What follows belongs to an exercise in optimizing a design on an open flow for small area and a short achievable clock period; a production flow would make more cautious choices.
RTL that was checked went through simulation tests only; none was proved equivalent to the original.
Power and IR drop assume default switching activity.

## ALU_Pipeline
module ALU_Pipeline(
  input  logic clk, rst,
  input  logic [31:0] A_in, B_in,
  input  logic [31:0] instr_in,
  output logic [31:0] Result_out,
  output logic Zero_out, Carry_out, Overflow_out, Negative_out
);
  localparam int NS1 = 1;
  logic [6:0] opcode, funct7;
  logic [2:0] funct3;
  logic [31:0] X_d, Y_d;
  logic cin_d, fill_d, sel_sum_d, sel_r_d, sel_l_d;
  logic [4-NS1:0] shamt_d;
  logic [31:0] X_reg, Y_reg;
  logic cin_reg, fill_reg, sel_sum_reg, sel_r_reg, sel_l_reg;
  logic [4-NS1:0] shamt_reg;
  logic [31:0] Result_comb;
  logic Zero_comb, Carry_comb, Overflow_comb;
  InstructionDecoder decoder (
    .instruction(instr_in),
    .opcode(opcode),
    .funct3(funct3),
    .funct7(funct7)
  );
  ALUControl control (
    .opcode(opcode), .funct3(funct3), .funct7(funct7),
    .sel_sum(sel_sum_d), .sel_r(sel_r_d), .sel_l(sel_l_d)
  );
  ALUPre #(.NS1(NS1)) pre (
    .A(A_in), .B(B_in), .funct7(funct7), .funct3(funct3),
    .X(X_d), .Y(Y_d), .cin(cin_d), .shamt(shamt_d), .fill(fill_d)
  );
  always_ff @(posedge clk or posedge rst) begin
    if (rst) begin
      sel_sum_reg <= 0;
      sel_r_reg <= 0;
      sel_l_reg <= 0;
    end else begin
      sel_sum_reg <= sel_sum_d;
      sel_r_reg <= sel_r_d;
      sel_l_reg <= sel_l_d;
    end
  end
  always_ff @(posedge clk) begin
    X_reg <= X_d;
    Y_reg <= Y_d;
    cin_reg <= cin_d;
    shamt_reg <= shamt_d;
    fill_reg <= fill_d;
  end
  ALU #(.NS1(NS1)) alu_inst (
    .X(X_reg), .Y(Y_reg), .cin(cin_reg), .shamt(shamt_reg), .fill(fill_reg),
    .sel_sum(sel_sum_reg), .sel_r(sel_r_reg), .sel_l(sel_l_reg),
    .Result(Result_comb),
    .Zero(Zero_comb),
    .Carry(Carry_comb),
    .Overflow(Overflow_comb)
  );
  always_ff @(posedge clk or posedge rst) begin
    if (rst) begin
      Result_out <= 0;
      Zero_out <= 0;
      Carry_out <= 0;
      Overflow_out <= 0;
    end else begin
      Result_out <= Result_comb;
      Zero_out <= Zero_comb;
      Carry_out <= Carry_comb;
  ...
For scale: ~1200 cells after synthesis, about 130 I/O pins.
export LEC_CHECK = 0
export ABC_AREA = 1
export CAP_MARGIN = 20
export CORE_MARGIN = 2
export CORE_UTILIZATION = 40
export SETUP_SLACK_MARGIN = 5.0
export SLEW_MARGIN = 20
create_clock -name core_clock -period 7.0 [get_ports {clk}]
standard.sh (not shown) runs the stock make flow with config.mk's settings and CLKGATE_MAP_FILE= SYNTH_SCRIPT=/design/flow/synth_recipe.tcl, a recipe that flattens the netlist after the stock synthesis.
==> flow/flow/run.sh <==
#!/bin/bash
# The standard layout, with the ports buffered by the smallest buffer (the resizer sizes
# them up where timing needs it) instead of buffer_ports' default delay buffer.
set -euo pipefail
bash standard.sh synth > synth.log 2>&1
export BUFFER_PORTS_ARGS="-buffer_cell sky130_fd_sc_hd__buf_1"
bash standard.sh finish > layout.log 2>&1
The baseline ran to the end with no violations.
Rerun with:
- CTS_BUF_LIST: not set -> sky130_fd_sc_hd__clkbuf_4 sky130_fd_sc_hd__clkbuf_8
- SETUP_SLACK_MARGIN: 5.0 -> 4.5
The changed run completed without violations.
Final area shrinks by 17%.
Utilization is lower by 9.7 points.
Synthesized cell count stays the same.
Cell count falls by 3.2%.
Total power went down by 15%.
Clock skew stays flat.
Sequential share of layout area is higher by 3.9 points.
Critical path depth came out higher by 4.
Wire length decreases by 12%.
Area after synthesis is unchanged.
Rerun with:
- CTS_BUF_LIST: sky130_fd_sc_hd__clkbuf_4 sky130_fd_sc_hd__clkbuf_8 -> not set
=>
- clock-buffer cell count came out higher by 2
- utilization came out higher by 0.90 points
- via count increases by 0.40%
- cell area went up by 1.9%
- setup slack is worse by 0.064 ns
- sequential share of layout area is lower by 0.50 points
- non-clock buffer count climbs by 1
- fmax drops by 2.6%
Rerun with:
- CAP_MARGIN: 20 -> 10
- SLEW_MARGIN: 20 -> 10
Effect:
- The changed run completed without violations
- clock skew stays the same
- global-route usage stays the same
- cell area is unchanged
- power stays the same
- synthesized area is unchanged
- clock power stays flat
No functional check of the RTL was part of any run of this note.

========
Setup of run 1:
ALU_Pipeline, a different RTL version from the one above (not shown whole).
Size in the first run: about 1,100 cells after synthesis, about 110 flip-flops, roughly 7600 um^2 of cells after synthesis.
==> flow/design.v (excerpt) <==
module ALU_Pipeline(
  input  logic clk, rst,
  input  logic [31:0] A_in, B_in,
  input  logic [31:0] instr_in,
  output logic [31:0] Result_out,
  output logic Zero_out, Carry_out, Overflow_out, Negative_out
);
clock: 7.0 ns
lec_check: 0
abc_area: 1
cap_margin: 20
core_margin: 2
core_utilization: 40
cts_buf_list: sky130_fd_sc_hd__clkbuf_4 sky130_fd_sc_hd__clkbuf_8
setup_slack_margin: 4.5
slew_margin: 20
tns_end_percent: 5
Scripts as last shown in full above: flow/flow/run.sh
Input changes introduced in run 2 (baseline for comparison: run 1):
-- flow/config.mk --
<<< run 1, line 13
export SETUP_SLACK_MARGIN = 4.5
>>> run 2, line 13
export SETUP_SLACK_MARGIN = 4.6
<<< run 1, line 15
export TNS_END_PERCENT = 5
>>> run 2, line 15
### Flow results
Floorplan die width came out exactly the same in run 2 and run 1. Compared with run 1, in run 2 switching fraction of total power up 0.96 points, fraction of standard cell area in multi-input logic has increased, final-layout worst hold slack went up by 23 ps. Between run 2 and run 1, cell area is lower for run 1, run 2 comes in above that. On power, run 2 tracks run 1 almost exactly. When run 2 is measured against run 1, its post-layout minimum cycle time turns out 41 ps lower. Across both runs, count of non-CTS buffers in the layout was higher for run 2 than for run 1.
diff inputs: run 2 => run 3
-- flow/config.mk --
<<< run 2, line 13
export SETUP_SLACK_MARGIN = 4.6
>>> run 3, line 13
export SETUP_SLACK_MARGIN = 4.7
[summary]
Changes observed in run 3 relative to run 2: fraction of standard cell area in multi-input logic now larger, worst IR drop on VDD fell about 2%, cell area after layout shows an increase of 420 um^2, critical path depth fell 1, non-clock buffer count has increased.
Summary: cell internal power dissipation, run 3 worse than run 2
Setup slack in run 3 is larger than in run 2.
Run 3 does worse than run 2 on routed wire length.
Across both runs, share of final layout cell area taken by non-clock buffers was higher for run 3 than for run 2.
Of run 3 and run 2, it is run 3 that has the higher weighted congestion reported at the end of routability-driven placement.
Run 3 — half-perimeter wire length after detailed placement 130 um lower, run 2 as reference
The inputs of run 4 differ from those of run 3 as listed below.
-- flow/config.mk --
<<< run 3, line 13
export SETUP_SLACK_MARGIN = 4.7
>>> run 4, line 13
export SETUP_SLACK_MARGIN = 4.5
### Flow results
Delta (run 4 minus run 3): cell area went down by 8.6%, critical path depth climbed 1. Run 4: via count normalized by instance count 0.044 above run 3. Diff run 3 -> run 4: relative slew slack went up by 2.7 points; total design power moved down; final critical path time including I/O delays and setup went up; count of buffers added by post-CTS timing repair for setup lost 10. Lower routing usage on met2 goes to run 4 over run 3.

==> afterwards: timing with drivers on the ports <==
How much do the figures lean on ideal ports? The routed layouts below were timed once more, with nothing changed but the port constraints. Step 1 assumes that a clkbuf_16 drives the clock port and a buf_2 every other input. Step 2, shift: input delay + t, output delay - t, t = (earliest + latest rising clock arrival at the registers) / 2. This alone moves slack from input paths to output paths. a / b / c = no drivers / after step 1 / after step 2; a / b = the first two.
run | t, ns | slack for setup (ns) | clock arrival spread, ns | worst register clock-pin slew, ns | pins driven straight from the clock port
the first run of note 1 | 0.410 | 4.592 / 4.617 / 4.207 | 0.018 / 0.018 | 0.08 / 0.08 | 1
the second run of note 1 | 0.436 | 4.541 / 4.559 / 4.123 | 0.017 / 0.017 | 0.11 / 0.11 | 1
the third run of note 1 | 0.402 | 4.476 / 4.487 / 4.084 | 0.011 / 0.011 | 0.08 / 0.08 | 1
the fourth run of note 1 | 0.402 | 4.476 / 4.487 / 4.084 | 0.011 / 0.011 | 0.08 / 0.08 | 1
run 1 | 0.436 | 4.493 / 4.488 / 4.052 | 0.013 / 0.014 | 0.11 / 0.11 | 1
run 2 | 0.433 | 4.534 / 4.530 / 4.096 | 0.013 / 0.013 | 0.11 / 0.11 | 1
run 3 | 0.444 | 4.633 / 4.602 / 4.158 | 0.019 / 0.019 | 0.12 / 0.12 | 1
run 4 | 0.437 | 4.517 / 4.499 / 4.062 | 0.016 / 0.016 | 0.11 / 0.11 | 1
After both steps every run listed still meets setup and hold. For run 3, which loses most, drivers alone change the setup slack by -0.031 ns; drivers and shift together by -0.475 ns.
